From an optimization exercise on the open Yosys and OpenROAD flow, aimed at small area, a short achievable clock period and few clock cycles; shortcuts taken in it are not production practice.
Function was checked by simulation only, so behaviour that the tests miss may differ from the original.
Power and IR drop assume default switching activity.

===== flow/design.v =====
`timescale 1ns / 1ps
module FPTrig(
    input clock,
    input reset,
    input start,
    input [1:0] func,
    input [31:0] a_in,
    output reg [31:0] result,
    output reg done
    );
    reg Input_1_sign, Input_2_sign, Adder_Float_sign, temp_sign;
    reg [7:0] Input_1_exp, Input_2_exp, Adder_Float_exp, Inputs_exp_diff;
    reg [23:0] Input_1_mnt, Input_2_mnt, Larger_Input_mnt, Smallerr_Input_mnt;
    reg [24:0] Adder_Float_mnt;
    reg Multiplier_Float_sign;
    reg [7:0]  Multiplier_Float_exp;
    reg [47:0] Multiplier_Float_mnt, temp_mnt;
    reg [22:0] Divider_Float_mnt;
    reg [7:0]  Divider_Float_exp;
    reg Divider_Float_sign;
    reg Divider_special;
    reg sub_flag;
    reg [24:0] partial_remainder, temp_remainder;
    reg [8:0] temp_exp;
    reg [25:0] quotient;
    reg [31:0] Adder_Float, Subtractor_Float, Multiplier_Float, Divider_Float;
    reg [31:0] Input_1, Input_2;
    reg [31:0] t1, t2, t3, a_tmp;
    reg [1:0] op;
    integer i_for;
    reg [5:0] state;
    reg [5:0] temp_state;
    localparam IDLE = 6'd63;
    always @(posedge clock)
    begin
    done = 1'b0;
    if (reset)
    begin
        state = IDLE;
        sub_flag = 1'b0;
    end
    else
    case (state)
    'd0:
    begin
        Input_1_sign = Input_1[31];
        Input_2_sign = Input_2[31];
        Input_1_exp = Input_1[30:23];
        Input_2_exp = Input_2[30:23];
        Input_1_mnt = {1'b1, Input_1[22:0]};
        Input_2_mnt = {1'b1, Input_2[22:0]};
        if(Input_1_exp == Input_2_exp)
        begin
            Larger_Input_mnt = Input_1_mnt;
            Smallerr_Input_mnt = Input_2_mnt;
            Adder_Float_exp = Input_1_exp + 1'b1;
            Adder_Float_sign = Input_1_sign;
        end
        else if(Input_1_exp > Input_2_exp)
        begin
            Inputs_exp_diff = Input_1_exp - Input_2_exp;
            Larger_Input_mnt = Input_1_mnt;
            Smallerr_Input_mnt = Input_2_mnt >> Inputs_exp_diff;  
            Adder_Float_exp = Input_1_exp + 1'b1;
            Adder_Float_sign = Input_1_sign;
        end
        else
        begin
            Inputs_exp_diff = Input_2_exp - Input_1_exp;
            Larger_Input_mnt = Input_2_mnt;
            Smallerr_Input_mnt = Input_1_mnt >> Inputs_exp_diff;  
            Adder_Float_exp = Input_2_exp + 1'b1;
            Adder_Float_sign = Input_2_sign;
        end
        temp_sign = Input_1_sign ^ Input_2_sign;
        state = 'd1;
    end
    'd1:
    begin
        if(temp_sign == 0)  
        begin
            Adder_Float_mnt = Larger_Input_mnt + Smallerr_Input_mnt;
            Adder_Float_sign = Input_1_sign;
        end
        else                
        begin
            if(Larger_Input_mnt >= Smallerr_Input_mnt)
                Adder_Float_mnt = Larger_Input_mnt - Smallerr_Input_mnt;
            else
                Adder_Float_mnt = Smallerr_Input_mnt - Larger_Input_mnt;
        end
        if(Input_1_sign == 0 && Input_2_sign == 0)               
            Adder_Float_sign = 1'b0;
        else if (Input_1_sign == 1 && Input_2_sign == 1)         
            Adder_Float_sign = 1'b1;
        else if (Input_1_sign == 0 && Input_2_sign == 1)         
        begin
            if(Input_1_exp < Input_2_exp || ((Input_1_exp == Input_2_exp) && (Input_1_mnt < Input_2_mnt)))
                Adder_Float_sign = 1'b1;                         
            else
                Adder_Float_sign = 1'b0;                         
        end
        else
        begin
            if(Input_1_exp < Input_2_exp || ((Input_1_exp == Input_2_exp) && (Input_1_mnt < Input_2_mnt)))
                Adder_Float_sign = 1'b0;                         
            else
                Adder_Float_sign = 1'b1;                         
        end
        state = 'd2;
    end
    'd2:
    begin
        for(i_for = 0; i_for < 12; i_for = i_for + 1)
            if (Adder_Float_mnt[24] == 0)
            begin
                Adder_Float_mnt = Adder_Float_mnt << 1;
                Adder_Float_exp = Adder_Float_exp - 1;
            end
        state = 'd3;
    end
    'd3:
    begin
        for(i_for = 12; i_for < 24; i_for = i_for + 1)
            if (Adder_Float_mnt[24] == 0)
            begin
                Adder_Float_mnt = Adder_Float_mnt << 1;
                Adder_Float_exp = Adder_Float_exp - 1;
            end
        if(Input_1[30:0] == 31'b0)
            Adder_Float = Input_2[31:0];
        else if (Input_2[30:0] == 31'b0)
            Adder_Float = Input_1[31:0];
        else
            Adder_Float = {Adder_Float_sign, Adder_Float_exp, Adder_Float_mnt[23:1]};
        if (sub_flag)
            Subtractor_Float = Adder_Float;
        sub_flag = 1'b0;
        state = temp_state;
    end
    'd4:
    begin
        if (Input_2[30:0] == 31'b0)
        begin
            Subtractor_Float = Input_1[31:0];
            state = temp_state;
        end
        else if(Input_1[31:0] == Input_2[31:0])
        begin
            Subtractor_Float = 32'b0;
            state = temp_state;
        end
        else
        begin
            Input_2[31:0] = {{!Input_2[31]}, {Input_2[30:0]}};
            sub_flag = 1'b1;                     
            state = 'd0;
        end
    end
    'd5:
    begin
        Input_1_sign = Input_1[31];
        Input_2_sign = Input_2[31];
        Input_1_exp = Input_1[30:23];
        Input_2_exp = Input_2[30:23];
        Input_1_mnt = {1'b1, Input_1[22:0]};
        Input_2_mnt = {1'b1, Input_2[22:0]};
        Multiplier_Float_exp = Input_1_exp + Input_2_exp;
        Multiplier_Float_exp = Multiplier_Float_exp - 8'b01111110;
        state = 'd6;
    end
    'd6:
    begin
        temp_mnt = Input_1_mnt * Input_2_mnt;    
        Multiplier_Float_mnt = temp_mnt[47:24];
        state = 'd7;
    end
    'd7:
    begin
        if(Multiplier_Float_mnt == 0)
        begin
            Multiplier_Float = 32'b0;
            state = 'd9;
        end
        else
        begin
            for(i_for = 0; i_for < 12; i_for = i_for + 1)
                if(Multiplier_Float_mnt[23] == 0)
                begin
                    Multiplier_Float_mnt = Multiplier_Float_mnt << 1;
                    Multiplier_Float_exp = Multiplier_Float_exp - 1;
                end
            state = 'd8;
        end
    end
    'd8:
    begin
        for(i_for = 12; i_for < 23; i_for = i_for + 1)
            if (Multiplier_Float_mnt[23] == 0)
            begin
                Multiplier_Float_mnt = Multiplier_Float_mnt << 1;
                Multiplier_Float_exp = Multiplier_Float_exp - 1;
            end
        state = 'd9;
    end
    'd9:
    begin
        Multiplier_Float_sign = Input_1_sign ^ Input_2_sign;     
        if(Input_1[30:0] == 31'b0 || Input_2[30:0] == 31'b0)     
            Multiplier_Float = 32'b0;
        else
            Multiplier_Float = {Multiplier_Float_sign, Multiplier_Float_exp, Multiplier_Float_mnt[22:0]};
        state = temp_state;
    end
    'd10:
    begin
        Input_1_mnt = {1'b0, Input_1[22:0]};
        Input_1_exp = Input_1[30:23];
        Input_1_sign = Input_1[31];
        Input_2_mnt = {1'b0, Input_2[22:0]};
        Input_2_exp = Input_2[30:23];
        Input_2_sign = Input_2[31];
        Divider_Float_sign = Input_1_sign ^ Input_2_sign;    
        Divider_special = 1'b1;
        if(Input_2_exp == 255)                               
        begin
            Divider_Float_exp = 'b0;
            Divider_Float_mnt = 'b0;
        end
        else if(Input_2_exp == 0 || Input_1_exp == 255)      
        begin
            Divider_Float_exp = 'b11111111;
            Divider_Float_mnt = 'b0;
        end
        else
            Divider_special = 1'b0;
        temp_exp = {{1'b0}, Input_1_exp} - {{1'b0}, Input_2_exp} + 127;
        partial_remainder = {{2'b01}, Input_1_mnt[22:0]};   
        state = 'd11;
    end
    'd11:
    begin
        for(i_for = 0; i_for < 3; i_for = i_for + 1)
        begin
            temp_remainder = partial_remainder - {{2'b01}, Input_2_mnt[22:0]};
            if(temp_remainder[24] == 1'b0)
            begin
                quotient = {quotient[24:0], 1'b1};
                partial_remainder = temp_remainder;
            end
            else
                quotient = {quotient[24:0], 1'b0};
            partial_remainder = {{partial_remainder[23:0]}, {1'b0}};
        end
        state = 'd12;
    end
    'd12, 'd13, 'd14, 'd15, 'd16, 'd17, 'd18, 'd19, 'd20, 'd21:
    begin
        for(i_for = 0; i_for < 2; i_for = i_for + 1)
        begin
            temp_remainder = partial_remainder - {{2'b01}, Input_2_mnt[22:0]};
            if(temp_remainder[24] == 1'b0)
            begin
                quotient = {quotient[24:0], 1'b1};
                partial_remainder = temp_remainder;
            end
            else
                quotient = {quotient[24:0], 1'b0};
            partial_remainder = {{partial_remainder[23:0]}, {1'b0}};
        end
        state = state + 1'b1;
    end
    'd22:
    begin
        for(i_for = 0; i_for < 3; i_for = i_for + 1)
        begin
            temp_remainder = partial_remainder - {{2'b01}, Input_2_mnt[22:0]};
            if(temp_remainder[24] == 1'b0)
            begin
                quotient = {quotient[24:0], 1'b1};
                partial_remainder = temp_remainder;
            end
            else
                quotient = {quotient[24:0], 1'b0};
            partial_remainder = {{partial_remainder[23:0]}, {1'b0}};
        end
        state = 'd23;
    end
    'd23:
    begin
        quotient = quotient + 1;         
        if(quotient[25] == 1'b1)
            Divider_Float_mnt = quotient[24:2];
        else
        begin
            Divider_Float_mnt = quotient[23:1];
            temp_exp = temp_exp - 1;
        end
        state = 'd24;
    end
    'd24:
    begin
        if(Divider_special)
        begin
            if(Input_2_exp == 255)
                Divider_Float_exp = 'b0;
            else
                Divider_Float_exp = 'b11111111;
            Divider_Float_mnt = 'b0;
        end
        else if(temp_exp[8] == 1'b1)
        begin
            if(temp_exp[7] == 1'b1)      
            begin
                Divider_Float_exp = 'b0;
                Divider_Float_mnt = 'b0;
            end
            else                         
            begin
                Divider_Float_exp = 'b11111111;
                Divider_Float_mnt = 'b0;
            end
        end
        else
            Divider_Float_exp = temp_exp[7:0];
        Divider_Float[31:0] = {{Divider_Float_sign}, {Divider_Float_exp}, {Divider_Float_mnt}};
        state = temp_state;
    end
    'd25:  
    begin
        Input_1 = a_tmp;
        Input_2 = a_tmp;
        state = 'd5;  
        temp_state = (op == 2'd1) ? 'd40 : 'd26;
    end
    'd26:
    begin
        t1 = Multiplier_Float;
        Input_1 = t1;            
        Input_2 = a_tmp;
        state = 'd5;
        temp_state = 'd27;
    end
    'd27:
    begin
        t2 = Multiplier_Float;
        Input_1 = t1;            
        Input_2 = t2;
        state = 'd5;
        temp_state = (op == 2'd0) ? 'd28 : 'd33;
    end
    'd28:
    begin
        t3 = Multiplier_Float;
        Input_1 = t2;            
        Input_2 = 32'b01000000110000000000000000000000;
        state = 'd10;
        temp_state = 'd29;
    end
    'd29:
    begin
        t2 = Divider_Float;
        Input_1 = t3;            
        Input_2 = 32'b01000010111100000000000000000000;
        state = 'd10;
        temp_state = 'd30;
    end
    'd30:
    begin
        t3 = Divider_Float;
        Input_1 = a_tmp;         
        Input_2 = t2;
        state = 'd4;
        temp_state = 'd31;
    end
    'd31:
    begin
        t1 = Subtractor_Float;
        Input_1 = t1;            
        Input_2 = t3;
        state = 'd0;
        temp_state = 'd32;
    end
    'd32:
    begin
        result = Adder_Float;
        done = 1'b1;
        state = IDLE;
    end
    'd33:
    begin
        t1 = Multiplier_Float;
        Input_1 = t2;            
        Input_2 = 32'b01000000110000000000000000000000;
        state = 'd10;
        temp_state = 'd34;
    end
    'd34:
    begin
        t2 = Divider_Float;
        Input_1 = t1;            
        Input_2 = 32'b01000000010000000000000000000000;
        state = 'd5;
        temp_state = 'd35;
    end
    'd35:
    begin
        t1 = Multiplier_Float;
        Input_1 = t1;            
        Input_2 = 32'b01000010001000000000000000000000;
        state = 'd10;
        temp_state = (op == 2'd2) ? 'd36 : 'd44;
    end
    'd36:
    begin
        t1 = Divider_Float;
        Input_1 = t1;
        Input_2 = t2;
        state = 'd0;
        temp_state = 'd37;
    end
    'd37:
    begin
        t1 = Adder_Float;
        Input_1 = a_tmp;
        Input_2 = t1;
        state = 'd0;
        temp_state = 'd38;
    end
    'd38:
    begin
        result = Adder_Float;
        done = 1'b1;
        state = IDLE;
    end
    'd40:
    begin
        t1 = Multiplier_Float;
        Input_1 = t1;            
        Input_2 = t1;
        state = 'd5;
        temp_state = 'd41;
    end
    'd41:
    begin
        t2 = Multiplier_Float;
        Input_1 = t1;            
        Input_2 = 32'b01000000000000000000000000000000;
        state = 'd10;
        temp_state = 'd42;
    end
    'd42:
    begin
        t1 = Divider_Float;
        Input_1 = t2;            
        Input_2 = 32'b01000001110000000000000000000000;
        state = 'd10;
        temp_state = 'd43;
    end
    'd43:
    begin
        t2 = Divider_Float;
        Input_1 = 32'b00111111100000000000000000000000;  
        Input_2 = t1;
        state = 'd4;
        temp_state = 'd45;
    end
    'd45:
    begin
        t1 = Subtractor_Float;
        Input_1 = t1;            
        Input_2 = t2;
        state = 'd0;
        temp_state = 'd32;
    end
    'd44:
    begin
        t1 = Divider_Float;
        Input_1 = 32'b00111111110010001111010111000011;  
        Input_2 = a_tmp;
        state = 'd4;
        temp_state = 'd46;
    end
    'd46:
    begin
        t3 = Subtractor_Float;
        Input_1 = t3;            
        Input_2 = t2;
        state = 'd4;
        temp_state = 'd47;
    end
    'd47:
    begin
        t2 = Subtractor_Float;
        Input_1 = t2;            
        Input_2 = t1;
        state = 'd4;
        temp_state = 'd48;
    end
    'd48:
    begin
        result = Subtractor_Float;
        done = 1'b1;
        state = IDLE;
    end
    IDLE:
    begin
        if (start)
        begin
            a_tmp = a_in;
            op = func;
            state = 'd25;
        end
    end
    default:
        state = IDLE;
    endcase
    end  
endmodule

===== flow/run.sh =====
#!/bin/bash
# synth_recipe.tcl (not shown) runs the flow's synth.tcl, then flattens the netlist and writes it again
# the make line also repeats each setting of config.mk as NAME=value (left out here)
make -C /OpenROAD-flow-scripts/flow DESIGN_CONFIG=/design/flow/config.mk WORK_HOME=/design/flow/orfs CLKGATE_MAP_FILE= SYNTH_SCRIPT=/design/flow/synth_recipe.tcl finish

===== flow/config.mk =====
export PLATFORM = sky130hd
export DESIGN_NAME = FPTrig
export DESIGN_NICKNAME = FPTrig
export VERILOG_FILES = /design/flow/design.v
export SDC_FILE = /design/flow/constraint.sdc
export NUM_CORES = 4
export LEC_CHECK = 0
export CAP_MARGIN = 20
export CORE_MARGIN = 2
export CORE_UTILIZATION = 40
export SLEW_MARGIN = 20

===== flow/constraint.sdc =====
create_clock -name core_clock -period 20.0 [get_ports {clock}]
set_input_delay 4.0000 -clock core_clock [delete_from_list [all_inputs] [get_ports {clock}]]
set_output_delay 4.0000 -clock core_clock [all_outputs]
set_load 0.01 [all_outputs]

==> results.ini <==
[cts]
root_buffer=clkbuf_16
cts_tree=built
cts_htree_levels=3
clk_pin_slew_ns=0.07
numCtsBuffers=76
cts_setup_buffers=0
clk_latency_ns=0.70
cts.path.max_buffers=3
cts.sinks=656
cts_resized=0
cts-hold-fix-buffers=0

[cells_and_area]
fillCellCount=17226
layout_commonest_cell=nand2_1
final_core_util=0.434
syn2layout_area_growth_pct=8.23
final_cell_mix=nand2_1, inv_1, edfxtp_1
layout-drive-gt1-share=0.0781
fin_nets=8783

[pwr]
cellLeakagePower_nw=31.6
power_density_mw_per_mm2=80.3
peakVddDrop_mv=0.0772

[drt]
avgViaCountPerCell=6.11
drtPass1Iterations=10
drc_errors=0
drtAntennaViolNets=0
drt-wirelength-per-cell_um=25.8
dr_total_vias=62633
drt_iter0_markers=8284
drt-total-wl_um=265000

[global_routing]
grt_use_met1=0.386
grt_pass1_wl_um=394000
grt_use_met3=0.0613
gr-usage-met2=0.428
busiest_layer=met2
grt_pass1_vias=60971
antenna_found_initial=11
grt.overflow.total=0
track_usage=0.286
grt_max_degree=60

[logic_synthesis]
synth_edf_count=648
syn_area_mm2=0.0714
netlist_instances=8031
yosysUniqueCellTypes=116
avgSynthCellArea_um2=8.89
async_flop_share=0
yosysSeqAreaShare=0.275
syn_nets=8986
ys_ff_latch=656
ys_warn_count=1
synthFlopType=edfxtp_1

[critical_path]
critPathKind=reg -> reg
crit_slowest_cell=edfxtp_1
worst_ep_required_time_ns=20.42
critPathMaxFanout=46
start_kind=flip-flop
crit_arrival_ns=13.56
path_common_cell=a21o_1
cp_slowest_stage_delay_ns=0.98
cp-end-kind=flip-flop

[run_status]
status=no timing/DRC/antenna violations

[sta]
skew_ns=0.0419
rsz0062_at_grt=false
max_freq_mhz=76.1
hold_viol=0
setup_viol=0
tightest_slew_ns=1.23
slew_viol_final=0
slew_headroom=0.158
timing.final.crit_share=0.657
setup-tns-final_ns=0
post-route-min-period_ns=13.15

[die]
start_util=0.401
die-area_mm2=0.182
num_rows=155
fp.dieH_um=426
die_w_um=426
core_area_mm2=0.178
io-pin-count=70

[placed_design]
io_buffers=69
dpl.hpwl_um=188000
gp_congestion=0.980

[job]
maxCapViolations=0

[worst_hold_path]
hold_class=reg -> reg

[final cells by class]
| class | instances | area [um^2] | area share |
|---|---|---|---|
| antenna | 8 | 20.0 | 0.000259 |
| sequential | 656 | 19600 | 0.254 |
| tap | 2355 | 2950 | 0.0381 |
| clock buffer | 84 | 2020 | 0.0261 |
| timing repair buffer | 243 | 1990 | 0.0258 |
| multi-input combinational | 6122 | 47400 | 0.613 |
| clock inverter | 56 | 526 | 0.00680 |
| inverter | 729 | 2740 | 0.0354 |
[per-layer routing]
layer,share of wire,vias up
met2,0.43,3549
met5,0.00010,-
li1,-,27830
met4,0.063,4
met3,0.10,727
met1,0.40,30523
[synthesized netlist by cell type, drive strengths merged, types with 34 or more instances]
cell	number	area share
nand2	1165	0.061
inv	721	0.038
edfxtp	648	0.27
nor2	533	0.028
a21oi	509	0.036
fa	496	0.14
clkbuf	454	0.024
ha	422	0.074
o21ai	394	0.028
mux2i	249	0.035
and2	236	0.021
nand3	184	0.013
xnor2	175	0.023
a22oi	149	0.016
mux2	148	0.023
nor3	126	0.0094
xor2	115	0.015
a21o	106	0.011
a222oi	103	0.014
a31oi	76	0.0067
buf	70	0.0048
nor2b	68	0.0061
o22ai	68	0.0060
a211oi	63	0.0068
nor4	62	0.0067
and3	55	0.0048
nand2b	50	0.0044
nand4	48	0.0042
o211ai	44	0.0046
a221o	38	0.0053
o21a	38	0.0040
o21bai	35	0.0037
o31ai	34	0.0036
[sequential cells by signal, indices dropped and copies added, names as in the netlist, 9 cells and up]
name / flops
t1: 32
quotient: 26
Divider_Float_mnt: 23
Adder_Float_mnt: 25
t2: 32
a_tmp: 32
partial_remainder: 25
Smallerr_Input_mnt: 24
Input_1_mnt: 23
Multiplier_Float_mnt: 48
Input_2_mnt: 24
temp_exp: 9
t3: 32
Multiplier_Float: 32
Subtractor_Float: 32
Adder_Float: 32
Larger_Input_mnt: 23
result: 32
Input_1: 32
Divider_Float: 32
Input_2: 32
[power by group]
group | switching (mW) | leakage (nW) | total, mW | internal, mW
Combinational | 1.86 | 24.5 | 2.80 | 0.941
Sequential | 0.200 | 5.91 | 1.93 | 1.73
Clock | 0.642 | 1.24 | 1.47 | 0.824
Total | 2.70 | 31.6 | 6.20 | 3.50
[cell families (layout without fill, tap and decap cells)]
family / after synthesis / after routing / synth area share
AO/OA/AOI/OAI: 1857 / 1857 / 0.171
XOR/XNOR: 298 / 298 / 0.0408
adder cells (fa/ha/maj): 918 / 918 / 0.213
buffers and inverters: 1253 / 1112 / 0.0671
flip-flops: 656 / 656 / 0.275
multiplexers: 409 / 409 / 0.0623
other: 0 / 8 / 0
AND/OR/NAND/NOR: 2640 / 2640 / 0.171
[critical path: cells and delay by family (launching register included)]
kind	cells	cell delay [ns]
AOI/OAI and AO/OA	24	6.37
and+or+nand+nor	6	1.25
buffers and inverters	3	1.23
adders and majority gates	3	1.21
xor gates and xnor gates	2	1.02
DFF	1	0.98
muxes	2	0.72
[worst paths after layout]
check,startpoint,to,slack [ns],cells past startpoint
worst max-delay path,Input_2_mnt[1],partial_remainder[16],6.85,40
worst min-delay path,Divider_Float_sign,Divider_Float[31],0.43,0
worst max register to register,Input_2_mnt[1],partial_remainder[16],6.85,40
worst min register to register,Divider_Float_sign,Divider_Float[31],0.43,0
[per-stage QoR]
stage | instances | setup slack [ns] | area, um^2 | power, mW | hold slack [ns]
after floorplan | 8031 | 9.86 | 71400 | 3.64 | 0.400
after detailed placement | 10105 | 7.17 | 74700 | 4.64 | 0.413
after CTS | 10245 | 7.09 | 77200 | 6.10 | 0.427
final | 10253 | 6.85 | 77200 | 6.20 | 0.427
after global placement | 10105 | 7.18 | 74600 | 4.61 | 0.411
after global routing | 10245 | 6.17 | 77200 | 6.44 | 0.438
Testbench counts, summed over its fixed seeds: cycles 527,368.

-- afterwards: timing with drivers on the ports --
Ports are ideal in the flow. The routed layout listed here was re-timed in OpenROAD.
Step 1 assumes that a clkbuf_16 drives the clock port and a buf_2 every other input.
Step 2 moves the port delays by t, midway between the first and last clock arrival at a register: inputs arrive t later, outputs are due t later. That takes back most of the time a late clock gives input paths.
Three values: no drivers, after step 1, after step 2; two values: the first two.
t, ns: 0.763
slack for setup (ns): 6.853 / 6.853 / 6.853
hold WS [ns]: 0.427 / 0.427 / 0.427
worst register clock-pin slew, ns: 0.08 / 0.08
After both steps this run still meets setup and hold. For this run, drivers alone change the setup slack by 0.000 ns; drivers and shift together by 0.000 ns.
